This is an optimization exercise on Yosys and OpenROAD, whose aim is small area, not a production implementation.
RTL that was checked went through simulation tests only; none was proved equivalent to the original.
No activity file was given, so power comes from the tool's default toggle rates.

==> module uButterfly, before the edit <==
module uButterfly #(
    parameter BITWIDTH = 8,
              BINPUT = 2
) (
    input wire iClk,
    input wire iRstN,
    input wire loadW,
    input wire iClr,
    input wire iReal0,
    input wire iImg0,
    input wire iReal1,
    input wire iImg1,
    input wire [BITWIDTH-1:0] iwReal,
    input wire [BITWIDTH-1:0] iwImg,
    output wire oReal0,
    output wire oImg0,
    output wire oReal1,
    output wire oImg1
);
    reg biZero;
    reg [7:0] wReal, wImg;
    reg [8:0] cntR0, cntR1, cntI0, cntI1;    
    reg [1:0] accScR, accScI, accReq, accIeq;
    reg accR, accI;                           
    reg outR0, outR1, outI0, outI1;
    wire [8:0] selR = iReal1 ? cntR1 : cntR0;
    wire [8:0] selI = iImg1 ? cntI1 : cntI0;
    wire [7:0] randR, randI;
    genvar j;
    generate
        for (j = 0; j < 8; j = j + 1) begin : g_rand
            assign randR[j] = selR[7-j] ^ selR[8-j];
            assign randI[j] = selI[7-j] ^ selI[8-j];
        end
    endgenerate
    wire mRR = (wReal > randR) ^ ~iReal1;    
    wire mRI = (wImg  > randR) ^ ~iReal1;    
    wire mIR = (wReal > randI) ^ ~iImg1;     
    wire mII = (wImg  > randI) ^ ~iImg1;     
    wire [1:0] sumScR = accScR[0] + iReal0 + biZero;
    wire [1:0] sumScI = accScI[0] + iImg0 + biZero;
    wire [1:0] sumReq = accReq[0] + mRR + !mII;
    wire [1:0] sumIeq = accIeq[0] + mRI + mIR;
    wire scR = accScR[1];
    wire scI = accScI[1];
    wire req = accReq[1];
    wire ieq = accIeq[1];
    function [8:0] step(input [8:0] c, input en, input clr);
        integer i;
        reg t;
        begin
            t = en;
            for (i = 0; i < 9; i = i + 1) begin
                step[i] = ~clr & (c[i] ^ t);
                t = t & c[i];
            end
        end
    endfunction
    wire [8:0] nxtR0 = step(cntR0, ~iReal1, iClr);
    wire [8:0] nxtR1 = step(cntR1, iReal1, iClr);
    wire [8:0] nxtI0 = step(cntI0, ~iImg1, iClr);
    wire [8:0] nxtI1 = step(cntI1, iImg1, iClr);
    always @(posedge iClk or negedge iRstN) begin
        if (~iRstN) begin
            biZero <= 1'b0;
            wReal <= 8'd0;
            wImg <= 8'd0;
            cntR0 <= 9'd0;
            cntR1 <= 9'd0;
            cntI0 <= 9'd0;
            cntI1 <= 9'd0;
            accScR <= 2'd0;
            accScI <= 2'd0;
            accReq <= 2'd0;
            accIeq <= 2'd0;
            accR <= 1'b0;
            accI <= 1'b0;
            outR0 <= 1'b0;
            outR1 <= 1'b0;
            outI0 <= 1'b0;
            outI1 <= 1'b0;
        end else begin
            biZero <= ~biZero;
            if (loadW) begin
                wReal <= iwReal;
                wImg <= iwImg;
            end
            cntR0 <= nxtR0;
            cntR1 <= nxtR1;
            cntI0 <= nxtI0;
            cntI1 <= nxtI1;
            accScR <= sumScR;
            accScI <= sumScI;
            accReq <= sumReq;
            accIeq <= sumIeq;
            accR <= accR ^ scR ^ req;
            accI <= accI ^ scI ^ ieq;
            outR0 <= (scR & req) | (scR & accR) | (req & accR);
            outR1 <= (scR & !req) | (scR & (accR ^ biZero)) | (!req & (accR ^ biZero));
            outI0 <= (scI & ieq) | (scI & accI) | (ieq & accI);
            outI1 <= (scI & !ieq) | (scI & (accI ^ biZero)) | (!ieq & (accI ^ biZero));
        end
    end
    assign oReal0 = outR0;
    assign oReal1 = outR1;
    assign oImg0 = outI0;
    assign oImg1 = outI1;
endmodule
clock: 5.0 ns
lec_check: 0
cap_margin: 0
core_margin: 2
core_utilization: 60
gpl_timing_driven: 0
slew_margin: 0
standard.sh (not shown) runs the stock make flow with config.mk's settings and CLKGATE_MAP_FILE= SYNTH_SCRIPT=/design/flow/synth_recipe.tcl, a recipe that flattens the netlist after the stock synthesis.
==> flow/flow/run.sh <==
#!/bin/bash
# Layout flow: the standard ORFS flow with changes that only affect cell area:
#  - synthesis is synth_recipe.tcl, except that ABC maps the netlist once with each script
#    flow/a*.abc (area-oriented: deepsyn with a few seeds, then amap) and the smallest
#    mapping is kept (flow/synth.tcl); no half/full-adder cells (ADDER_MAP_FILE empty);
#  - ports are buffered with sky130_fd_sc_hd__buf_1 instead of the default delay buffer,
#    the reset port with a buf_4 (flow/pre_resize.tcl);
#  - CTS uses clkbuf_4 and inserts no dummy loads.
# Each tool's output goes to the ORFS logs under orfs/logs/; make's own output to make.log.
set -euo pipefail
W=$(pwd)
RESULTS=$W/orfs/results/$FLOW_PLATFORM/uButterfly/base
export MY_ABC_SCRIPTS="$(ls $W/flow/a*.abc | tr "\n" " ")"
make -C "$FLOW_HOME" DESIGN_CONFIG="$W/config.mk" WORK_HOME="$W/orfs" CLKGATE_MAP_FILE= \
  SYNTH_SCRIPT="$W/flow/synth.tcl" ADDER_MAP_FILE= \
  PRE_RESIZE_TCL="$W/flow/pre_resize.tcl" \
  BUFFER_PORTS_ARGS="-buffer_cell sky130_fd_sc_hd__buf_1" \
  CTS_ARGS="-sink_clustering_enable -sink_clustering_size 70 -sink_clustering_max_diameter 500 -repair_clock_nets -dont_use_dummy_load -buf_list {sky130_fd_sc_hd__clkbuf_4}" \
  finish > "$W/make.log" 2>&1
: # left out here: write the final layout as DEF
==> flow/flow/a0.abc <==
strash
dc2
dch -f
amap
==> flow/flow/a1.abc <==
strash
&get -n
&deepsyn -T 40 -S 1
&put
dch -f
amap -F 50 -A 50
==> flow/flow/a2.abc <==
strash
&get -n
&deepsyn -T 60 -S 0
&put
dch -f
amap -F 50 -A 50
==> flow/flow/a3.abc <==
strash
&get -n
&deepsyn -T 60 -S 6
&put
dch -f
amap -F 50 -A 50
==> flow/flow/pre_resize.tcl <==
# The reset port's buffer drives the reset pin of every flip-flop. Give it a buf_4, whose
# max capacitance covers that load, so repair_design adds no extra buffer to the net.
set rst_net [get_nets -of_objects [get_ports iRstN]]
foreach pin [get_pins -of_objects $rst_net -filter "direction == input"] {
  set inst [get_cells -of_objects $pin]
  puts "pre_resize: [get_full_name $inst] ([get_property $inst ref_name]) -> sky130_fd_sc_hd__buf_4"
  replace_cell $inst sky130_fd_sc_hd__buf_4
}
==> flow/flow/synth.tcl <==
# The standard synthesis script (synth_recipe.tcl), except for ABC: each ABC script in
# MY_ABC_SCRIPTS maps the same netlist, and the mapping with the smallest cell area is kept.
# Every candidate's area goes to the synthesis log.
proc synth {args} { yosys synth -nofsm -noshare {*}$args }
proc abc {args} {
  set i [lsearch -exact $args -script]
  set lib [lindex $args [expr {[lsearch -exact $args -liberty] + 1}]]
  if {$i < 0 || ![info exists ::env(MY_ABC_SCRIPTS)]} {
    yosys abc {*}$args
    return
  }
  yosys design -save my_pre_abc
  set best ""
  set best_area 1e18
  set k 0
  foreach script $::env(MY_ABC_SCRIPTS) {
    yosys design -load my_pre_abc
    lset args [expr {$i + 1}] $script
    if {[catch {yosys abc {*}$args} err]} {
      puts "MY_ABC candidate $k [file tail $script]: failed: $err"
      incr k
      continue
    }
    yosys tee -q -o $::env(OBJECTS_DIR)/my_abc_stat_$k.txt stat -liberty $lib
    set f [open $::env(OBJECTS_DIR)/my_abc_stat_$k.txt]
    set text [read $f]
    close $f
    regexp {Chip area for module[^:]*: *([0-9.]+)} $text -> area
    puts "MY_ABC candidate $k [file tail $script]: area $area"
    if {$area < $best_area} {
      set best_area $area
      set best $k
    }
    yosys design -save my_abc_$k
    incr k
  }
  if {$best eq ""} { error "MY_ABC: every ABC candidate failed" }
  puts "MY_ABC best candidate $best: area $best_area"
  yosys design -load my_abc_$best
}
source $::env(SCRIPTS_DIR)/synth.tcl
# left out here: clear keep_hierarchy, flatten, clean up, hide names made inside functions, write 1_2_yosys.v
The baseline ended with an error in 3_4_place_resized on STA-0100.
Rerun with:
--- a/flow/design.v
+++ b/flow/design.v
@@ -18,7 +18,8 @@
     output wire oImg1
 );
     reg biZero;
-    reg [7:0] wReal, wImg;
+    reg [7:0] wReal, wImg;                    
+    reg wValid;
     reg [8:0] cntR0, cntR1, cntI0, cntI1;    
     reg [1:0] accScR, accScI, accReq, accIeq;
     reg accR, accI;                           
@@ -33,10 +34,10 @@
             assign randI[j] = selI[7-j] ^ selI[8-j];
         end
     endgenerate
-    wire mRR = (wReal > randR) ^ ~iReal1;    
-    wire mRI = (wImg  > randR) ^ ~iReal1;    
-    wire mIR = (wReal > randI) ^ ~iImg1;     
-    wire mII = (wImg  > randI) ^ ~iImg1;     
+    wire mRR = (wValid & (wReal > randR)) ^ ~iReal1;    
+    wire mRI = (wValid & (wImg  > randR)) ^ ~iReal1;    
+    wire mIR = (wValid & (wReal > randI)) ^ ~iImg1;     
+    wire mII = (wValid & (wImg  > randI)) ^ ~iImg1;     
     wire [1:0] sumScR = accScR[0] + iReal0 + biZero;
     wire [1:0] sumScI = accScI[0] + iImg0 + biZero;
     wire [1:0] sumReq = accReq[0] + mRR + !mII;
@@ -60,11 +61,16 @@
     wire [8:0] nxtR1 = step(cntR1, iReal1, iClr);
     wire [8:0] nxtI0 = step(cntI0, ~iImg1, iClr);
     wire [8:0] nxtI1 = step(cntI1, iImg1, iClr);
+    always @(posedge iClk) begin
+        if (loadW) begin
+            wReal <= iwReal;
+            wImg <= iwImg;
+        end
+    end
     always @(posedge iClk or negedge iRstN) begin
         if (~iRstN) begin
             biZero <= 1'b0;
-            wReal <= 8'd0;
-            wImg <= 8'd0;
+            wValid <= 1'b0;
             cntR0 <= 9'd0;
             cntR1 <= 9'd0;
             cntI0 <= 9'd0;
@@ -81,10 +87,7 @@
             outI1 <= 1'b0;
         end else begin
             biZero <= ~biZero;
-            if (loadW) begin
-                wReal <= iwReal;
-                wImg <= iwImg;
-            end
+            if (loadW) wValid <= 1'b1;
             cntR0 <= nxtR0;
             cntR1 <= nxtR1;
             cntI0 <= nxtI0;
Outcome: The new run died in 3_4_place_resized with STA-0100. Area after synthesis came out lower by 1.1%. Synthesized cell count goes down by 8.2%.
For the second run of this note, only the layout was checked, not whether the RTL still works.

========
the baseline:
The RTL this note starts from:
==> flow/design.v <==
module uButterfly #(
    parameter BITWIDTH = 8,
              BINPUT = 2
) (
    input wire iClk,
    input wire iRstN,
    input wire loadW,
    input wire iClr,
    input wire iReal0,
    input wire iImg0,
    input wire iReal1,
    input wire iImg1,
    input wire [BITWIDTH-1:0] iwReal,
    input wire [BITWIDTH-1:0] iwImg,
    output wire oReal0,
    output wire oImg0,
    output wire oReal1,
    output wire oImg1
);
    reg biZero;                               
    reg [7:0] wReal, wImg;                    
    reg wValid;
    reg cntValid;
    reg [8:0] cntR0, cntR1, cntI0, cntI1;    
    reg [1:0] accScR, accScI, accReq, accIeq;  
    reg accR, accI;                           
    wire bz = cntValid & biZero;
    wire [1:0] aScR = {2{cntValid}} & accScR;
    wire [1:0] aScI = {2{cntValid}} & accScI;
    wire [1:0] aReq = {2{cntValid}} & accReq;
    wire [1:0] aIeq = {2{cntValid}} & accIeq;
    wire aR = cntValid & accR;
    wire aI = cntValid & accI;
    reg outR0, outR1, outI0, outI1;
    wire [8:0] selR = iReal1 ? cntR1 : cntR0;
    wire [8:0] selI = iImg1 ? cntI1 : cntI0;
    wire [7:0] randR, randI;
    genvar j;
    generate
        for (j = 0; j < 8; j = j + 1) begin : g_rand
            if (j == 0) begin : g_top
                assign randR[j] = selR[8];
                assign randI[j] = selI[8];
            end else begin : g_low
                assign randR[j] = selR[7-j] ^ selR[8-j];
                assign randI[j] = selI[7-j] ^ selI[8-j];
            end
        end
    endgenerate
    wire mRR = (wValid & (wReal > randR)) ^ ~iReal1;    
    wire mRI = (wValid & (wImg  > randR)) ^ ~iReal1;    
    wire mIR = (wValid & (wReal > randI)) ^ ~iImg1;     
    wire mII = (wValid & (wImg  > randI)) ^ ~iImg1;     
    wire [1:0] sumScR = aScR[0] + iReal0 + bz;
    wire [1:0] sumScI = aScI[0] + iImg0 + bz;
    wire [1:0] sumReq = aReq[0] + mRR + !mII;
    wire [1:0] sumIeq = aIeq[0] + mRI + mIR;
    wire scR = aScR[1];
    wire scI = aScI[1];
    wire req = aReq[1];
    wire ieq = aIeq[1];
    function [8:0] step(input [8:0] c, input en, input clr, input v);
        integer i;
        reg t;
        begin
            t = en;
            for (i = 0; i < 8; i = i + 1) begin
                step[i] = ~clr & ((v & c[i]) ^ t);
                if (i < 7) t = t & v & c[i];
            end
            step[8] = ~clr & ((v & c[8]) ^ (t & ~(v & c[7])));
        end
    endfunction
    wire [8:0] nxtR0 = step(cntR0, ~iReal1, iClr, cntValid);
    wire [8:0] nxtR1 = step(cntR1, iReal1, iClr, cntValid);
    wire [8:0] nxtI0 = step(cntI0, ~iImg1, iClr, cntValid);
    wire [8:0] nxtI1 = step(cntI1, iImg1, iClr, cntValid);
    always @(posedge iClk) begin
        biZero <= ~bz;
        accScR <= sumScR;
        accScI <= sumScI;
        accReq <= sumReq;
        accIeq <= sumIeq;
        accR <= aR ^ scR ^ req;
        accI <= aI ^ scI ^ ieq;
        cntR0 <= nxtR0;
        cntR1 <= nxtR1;
        cntI0 <= nxtI0;
        cntI1 <= nxtI1;
        if (loadW) begin
            wReal <= iwReal;
            wImg <= iwImg;
        end
    end
    always @(posedge iClk or negedge iRstN) begin
        if (~iRstN) begin
            wValid <= 1'b0;
            cntValid <= 1'b0;
            outR0 <= 1'b0;
            outR1 <= 1'b0;
            outI0 <= 1'b0;
            outI1 <= 1'b0;
        end else begin
            if (loadW) wValid <= 1'b1;
            cntValid <= 1'b1;
            outR0 <= (scR & req) | (scR & aR) | (req & aR);
            outR1 <= (scR & !req) | (scR & (aR ^ bz)) | (!req & (aR ^ bz));
            outI0 <= (scI & ieq) | (scI & aI) | (ieq & aI);
            outI1 <= (scI & !ieq) | (scI & (aI ^ bz)) | (!ieq & (aI ^ bz));
        end
    end
    assign oReal0 = outR0;
    assign oReal1 = outR1;
    assign oImg0 = outI0;
    assign oImg1 = outI1;
endmodule
==> flow/config.mk <==
export PLATFORM = sky130hd
export DESIGN_NAME = uButterfly
export DESIGN_NICKNAME = uButterfly
export VERILOG_FILES = /design/flow/design.v
export SDC_FILE = /design/flow/constraint.sdc
export NUM_CORES = 4
export LEC_CHECK = 0
export CAP_MARGIN = 0
export CORE_MARGIN = 2
export CORE_UTILIZATION = 60
export GPL_TIMING_DRIVEN = 0
export SLEW_MARGIN = 0
==> flow/constraint.sdc <==
create_clock -name core_clock -period 5.0 [get_ports {iClk}]
set_input_delay 1.0000 -clock core_clock [delete_from_list [all_inputs] [get_ports {iClk}]]
set_output_delay 1.0000 -clock core_clock [all_outputs]
set_load 0.01 [all_outputs]
==> flow/flow/a_s11.abc <==
strash
&get -n
&deepsyn -T 60 -S 11
&put
dch -f
amap -F 50 -A 50
==> flow/flow/a_s8.abc <==
strash
&get -n
&deepsyn -T 60 -S 8
&put
dch -f
amap -F 50 -A 50
==> flow/flow/pre_resize.tcl <==
# The reset port's buffer drives the reset pin of every flip-flop. Give it a buf_4, whose
# max capacitance covers that load, so repair_design adds no extra buffer to the net.
set rst_net [[[ord::get_db_block] findBTerm iRstN] getNet]
foreach iterm [$rst_net getITerms] {
  if {[$iterm isInputSignal]} {
    set inst [get_cells [[$iterm getInst] getName]]
    puts "pre_resize: [get_full_name $inst] ([get_property $inst ref_name]) -> sky130_fd_sc_hd__buf_4"
    replace_cell $inst sky130_fd_sc_hd__buf_4
  }
}
Scripts as last shown in full above: flow/flow/run.sh, flow/flow/a0.abc, flow/flow/a2.abc, flow/flow/a3.abc, flow/flow/synth.tcl
[inputs] the candidate vs the baseline
-- flow/design.v --
<<< the baseline, line 39
    generate
        for (j = 0; j < 8; j = j + 1) begin : g_rand
            if (j == 0) begin : g_top
                assign randR[j] = selR[8];
                assign randI[j] = selI[8];
            end else begin : g_low
                assign randR[j] = selR[7-j] ^ selR[8-j];
                assign randI[j] = selI[7-j] ^ selI[8-j];
            end
        end
    endgenerate
>>> the candidate, line 39
    generate
        for (j = 0; j < 8; j = j + 1) begin : g_rand
            assign randR[j] = selR[7-j] ^ selR[8-j];
            assign randI[j] = selI[7-j] ^ selI[8-j];
        end
    endgenerate
<<< the baseline, line 65
        begin
            t = en;
            for (i = 0; i < 8; i = i + 1) begin
                step[i] = ~clr & ((v & c[i]) ^ t);
                if (i < 7) t = t & v & c[i];
            end
            step[8] = ~clr & ((v & c[8]) ^ (t & ~(v & c[7])));
        end
    endfunction
>>> the candidate, line 60
        begin
            t = en;
            for (i = 0; i < 9; i = i + 1) begin
                step[i] = ~clr & ((v & c[i]) ^ t);
                t = t & v & c[i];
            end
        end
    endfunction
Findings:
Area of the mapped netlist for the candidate: 0.37% up relative to the baseline. The candidate reports a higher number of optimization iterations in the first detailed-route pass than the baseline does. The candidate and the baseline ended up with nearly the same fraction of power spent switching nets. Between the baseline and the candidate, the share of power burned in combinational logic figures differ only marginally. Taking the baseline as the reference point, the fraction of standard cell area in multi-input logic of the candidate falls by 0.98 points. Number of synthesized flops with an enable pin came out exactly the same in the candidate and the baseline.

## port drivers added, routing unchanged
No port has a modelled driver above. Below, the same layouts with a new extraction and two added sets of constraints. Step 1 assumes that a clkbuf_16 drives the clock port and a buf_2 every other input. Step 2 also shifts input and output timing later by t, the mid clock arrival at the registers, as if the neighbouring blocks saw the same clock. a / b / c = ideal ports / drivers / drivers and shift; a / b = the first two.
run	t (ns)	setup WS [ns]	slew at the worst register clock pin (ns)
the baseline	0.419	0.824 / 0.821 / 0.402	0.12 / 0.12
the candidate	0.407	0.783 / 0.784 / 0.377	0.10 / 0.10
After both steps every run listed still meets setup and hold. For the baseline, which loses most, drivers alone change the setup slack by -0.003 ns; drivers and shift together by -0.422 ns.
